What follows belongs to an exercise in optimizing a design on an open flow for a short achievable clock period and few clock cycles; a production flow would make more cautious choices. Where RTL was checked, it was by simulation tests only, not by an equivalence proof against the original. Power is estimated from default activity; no workload was simulated.

// mips8_cpu
module mips8_cpu(clk, rst, prog_len, imem_addr, imem_rdata, dmem_addr, dmem_rdata,
                 wb_en, wb_addr, wb_data, done, result);
make LEC_CHECK=0 ABC_CLOCK_PERIOD_IN_PS=600 CAP_MARGIN=20 CORE_MARGIN=2 CORE_UTILIZATION=40 PLACE_DENSITY=0.6 SETUP_SLACK_MARGIN=3 SLEW_MARGIN=20 finish   # period 5.0 ns
run.sh (not shown) runs the stock make flow with config.mk's settings and CLKGATE_MAP_FILE= SYNTH_SCRIPT=/design/flow/synth_recipe.tcl, a recipe that flattens the netlist after the stock synthesis.
The first run finished clean.
Change:
- ABC_CLOCK_PERIOD_IN_PS: 600 -> unset
- SETUP_SLACK_MARGIN: 3 -> 2.8
The changed run ran to the end with no violations. Worst hold slack is worse by 0.0037 ns. Cell count came out lower by 2.3%. Die area is unchanged. Worst setup slack is better by 0.019 ns. Via count came out lower by 2.3%.
No functional check of the RTL was part of any run of this note.

* * *

Another version of the RTL of mips8_cpu (not shown whole).
For scale: about 2,800 cells after synthesis, roughly 840 flip-flops, about 89 I/O pins, about 37,000 um^2 of cells after synthesis.
Settings: LEC_CHECK=0, CAP_MARGIN=20, CORE_MARGIN=2, CORE_UTILIZATION=60, PLACE_DENSITY=0.75, SETUP_SLACK_MARGIN=3, SLEW_MARGIN=20; clock period 5.0 ns.
Testbench counts at the start, summed over its fixed seeds: cycles 29,145.
Then changed:
- CORE_UTILIZATION: 60 -> 40
- CTS_CLUSTER_DIAMETER: not set -> 60
- CTS_CLUSTER_SIZE: not set -> 30
- PLACE_DENSITY: 0.75 -> 0.6
Sequential power goes down slightly.
Setup slack got worse by 0.011 ns.
Synthesized cell count stays the same.
Global-route usage came out lower by 9.4 points.
Combinational power rose by a little under a tenth.

* * *

Another version of the RTL of mips8_cpu (not shown whole).
Size: roughly 2800 cells after synthesis, roughly 850 flip-flops, roughly 89 I/O pins, roughly 0.038 mm^2 of cells after synthesis.
Settings: LEC_CHECK=0, CAP_MARGIN=20, CORE_MARGIN=2, CORE_UTILIZATION=40, PLACE_DENSITY=0.6, SETUP_SLACK_MARGIN=2.8, SLEW_MARGIN=20; clock period 5.0 ns.
Rerun with:
--- a/flow/config.mk
+++ b/flow/config.mk
@@ -11,3 +11,3 @@
 export PLACE_DENSITY = 0.6
-export SETUP_SLACK_MARGIN = 2.8
+export SETUP_SLACK_MARGIN = 3
 export SLEW_MARGIN = 20
Global-route usage goes up by 0.79 points.
Routed wire length climbs by a few percent.
Power grows slightly.
Core utilization increases by 2.3 points.
Die area is unchanged.
Maximum frequency went down by a few percent.
Rerun with:
--- a/flow/config.mk
+++ b/flow/config.mk
@@ -9,4 +9,4 @@
 export CORE_MARGIN = 2
-export CORE_UTILIZATION = 40
-export PLACE_DENSITY = 0.6
+export CORE_UTILIZATION = 70
+export PLACE_DENSITY = 0.8
 export SETUP_SLACK_MARGIN = 3
=> Synthesized cell count does not change. Combinational power came out lower by 13%. Worst setup slack gets worse by 85 ps.
Rerun with:
--- a/flow/config.mk
+++ b/flow/config.mk
@@ -9,4 +9,4 @@
 export CORE_MARGIN = 2
-export CORE_UTILIZATION = 70
-export PLACE_DENSITY = 0.8
+export CORE_UTILIZATION = 60
+export PLACE_DENSITY = 0.75
 export SETUP_SLACK_MARGIN = 3
Effect:
- global-route usage decreases by 6.8 points
- clock skew rises by 3.6 ps
- fmax rises by roughly a tenth
- total power went up slightly
- wire length is lower by roughly a tenth
- sequential cell count stays the same
- setup slack gains 250 ps
- synthesized cell count stays the same
No run of this note included a check of the RTL's function; only the layout flow was run.

* * *

mips8_cpu, a different RTL version from the one above (not shown whole).
Size in the first run: about 2,500 cells after synthesis, about 730 flip-flops, ~31,000 um2 of cells after synthesis.
make LEC_CHECK=0 CAP_MARGIN=20 CORE_MARGIN=2 CORE_UTILIZATION=40 PLACE_DENSITY=0.6 SETUP_SLACK_MARGIN=3 SLEW_MARGIN=20 finish   # period 5.0 ns
Testbench counts at the start, summed over its fixed seeds: cycles 28,874.
==> next run, changes <==
- SETUP_SLACK_MARGIN: 3 -> 2.8
After rerunning: Final cell count drops by a few percent. Sequential cell count stays the same. Via count drops by a few percent. Sequential power stays flat.

* * *

mips8_cpu, a different RTL version from the one above (not shown whole).
Size in the first run: ~2000 cells after synthesis, about 590 flip-flops, ~89 I/O pins, roughly 0.029 mm² of cells after synthesis.
export LEC_CHECK = 0
export ABC_CLOCK_PERIOD_IN_PS = 2000
export CAP_MARGIN = 20
export CORE_MARGIN = 2
export CORE_UTILIZATION = 40
export PLACE_DENSITY = 0.6
export SETUP_SLACK_MARGIN = 2
export SLEW_MARGIN = 20
create_clock -name core_clock -period 5.0 [get_ports {clk}]
Testbench counts at the start, summed over its fixed seeds: cycles 29,368.
Edit:
ABC_CLOCK_PERIOD_IN_PS = not set   (was 2000)
SETUP_SLACK_MARGIN = not set   (was 2)
=> Area after synthesis is unchanged. Routed wire length fell by a few percent. Final area fell by a few percent. Utilization falls by 2.0 points. Sequential share of layout area is higher by 2.1 points. Worst hold slack improved by 18 ps. Die area does not change.

* * *

mips8_cpu with an RTL version that a note above also has.
Size: roughly 89 I/O pins, ~0.031 mm^2 of cells after synthesis.
Settings: LEC_CHECK=0, ABC_CLOCK_PERIOD_IN_PS=2000, CAP_MARGIN=20, CORE_MARGIN=2, CORE_UTILIZATION=40, PLACE_DENSITY=0.6, SETUP_SLACK_MARGIN=3, SLEW_MARGIN=20; clock period 5.0 ns.
==> next run, changes <==
- ABC_CLOCK_PERIOD_IN_PS: 2000 -> 10
=> The new run completed without violations. Sequential power hardly moves. Wire length is unchanged. Final area is unchanged. Hold slack stays the same. Via count is unchanged. Area after synthesis is unchanged. Synthesized cell count is unchanged. Worst setup slack does not change. Power does not change. Non-clock buffer count is unchanged.
No run of this note included a check of the RTL's function; only the layout flow was run.

[port drivers added, routing unchanged]
Ports are ideal in the flow. The routed layouts listed here were re-timed in OpenROAD. Step 1 (the two cells are an assumption about what drives the block):
set clk [get_ports {clk}]
set_driving_cell -lib_cell sky130_fd_sc_hd__clkbuf_16 $clk
set_driving_cell -lib_cell sky130_fd_sc_hd__buf_2 [delete_from_list [all_inputs] $clk]
Step 2 adds t to the input delays and takes it off the output delays; t is the mean of the earliest and latest rising clock arrival at the registers after step 1. Input paths then give back, and output paths get back, about the clock's delay inside the block. Slacks: ideal ports / drivers / drivers and shift; pairs: ideal ports / drivers.
run | t, ns | slack for setup (ns) | hold slack, ns | worst setup path at the end
the first run of note 1 | 0.700 | 2.364 / 2.399 / 1.699 | 0.313 / 0.313 / 0.313 | input to register
the second run of note 1 | 0.714 | 2.383 / 2.419 / 1.706 | 0.309 / 0.309 / 0.309 | input to register
the first run of note 2 | 0.706 | 2.858 / 2.792 / 2.204 | 0.325 / 0.325 / 0.325 | input to register
the second run of note 2 | 0.702 | 2.846 / 2.781 / 2.341 | 0.322 / 0.322 / 0.322 | input to register
the first run of note 3 | 0.732 | 2.690 / 2.690 / 2.040 | 0.323 / 0.323 / 0.323 | input to register
the second run of note 3 | 0.744 | 2.606 / 2.606 / 2.174 | 0.310 / 0.310 / 0.310 | input to register
the third run of note 3 | 0.722 | 2.521 / 2.521 / 2.072 | 0.321 / 0.321 / 0.321 | input to register
the fourth run of note 3 | 0.714 | 2.769 / 2.769 / 2.158 | 0.306 / 0.306 / 0.306 | input to register
the first run of note 4 | 0.721 | 2.713 / 2.657 / 2.226 | 0.309 / 0.309 / 0.309 | input to register
the second run of note 4 | 0.704 | 2.713 / 2.689 / 2.078 | 0.322 / 0.322 / 0.322 | input to register
the first run of note 5 | 0.674 | 1.909 / 1.909 / 1.714 | 0.394 / 0.394 / 0.394 | input to register
the second run of note 5 | 0.667 | 1.141 / 1.141 / 1.132 | 0.412 / 0.412 / 0.412 | input to register
the first run of note 6 | 0.700 | 2.364 / 2.399 / 1.699 | 0.313 / 0.313 / 0.313 | input to register
the second run of note 6 | 0.700 | 2.364 / 2.399 / 1.699 | 0.313 / 0.313 / 0.313 | input to register
After both steps every run listed still meets setup and hold. For the second run of note 1, which loses most, drivers alone change the setup slack by +0.036 ns; drivers and shift together by -0.677 ns.
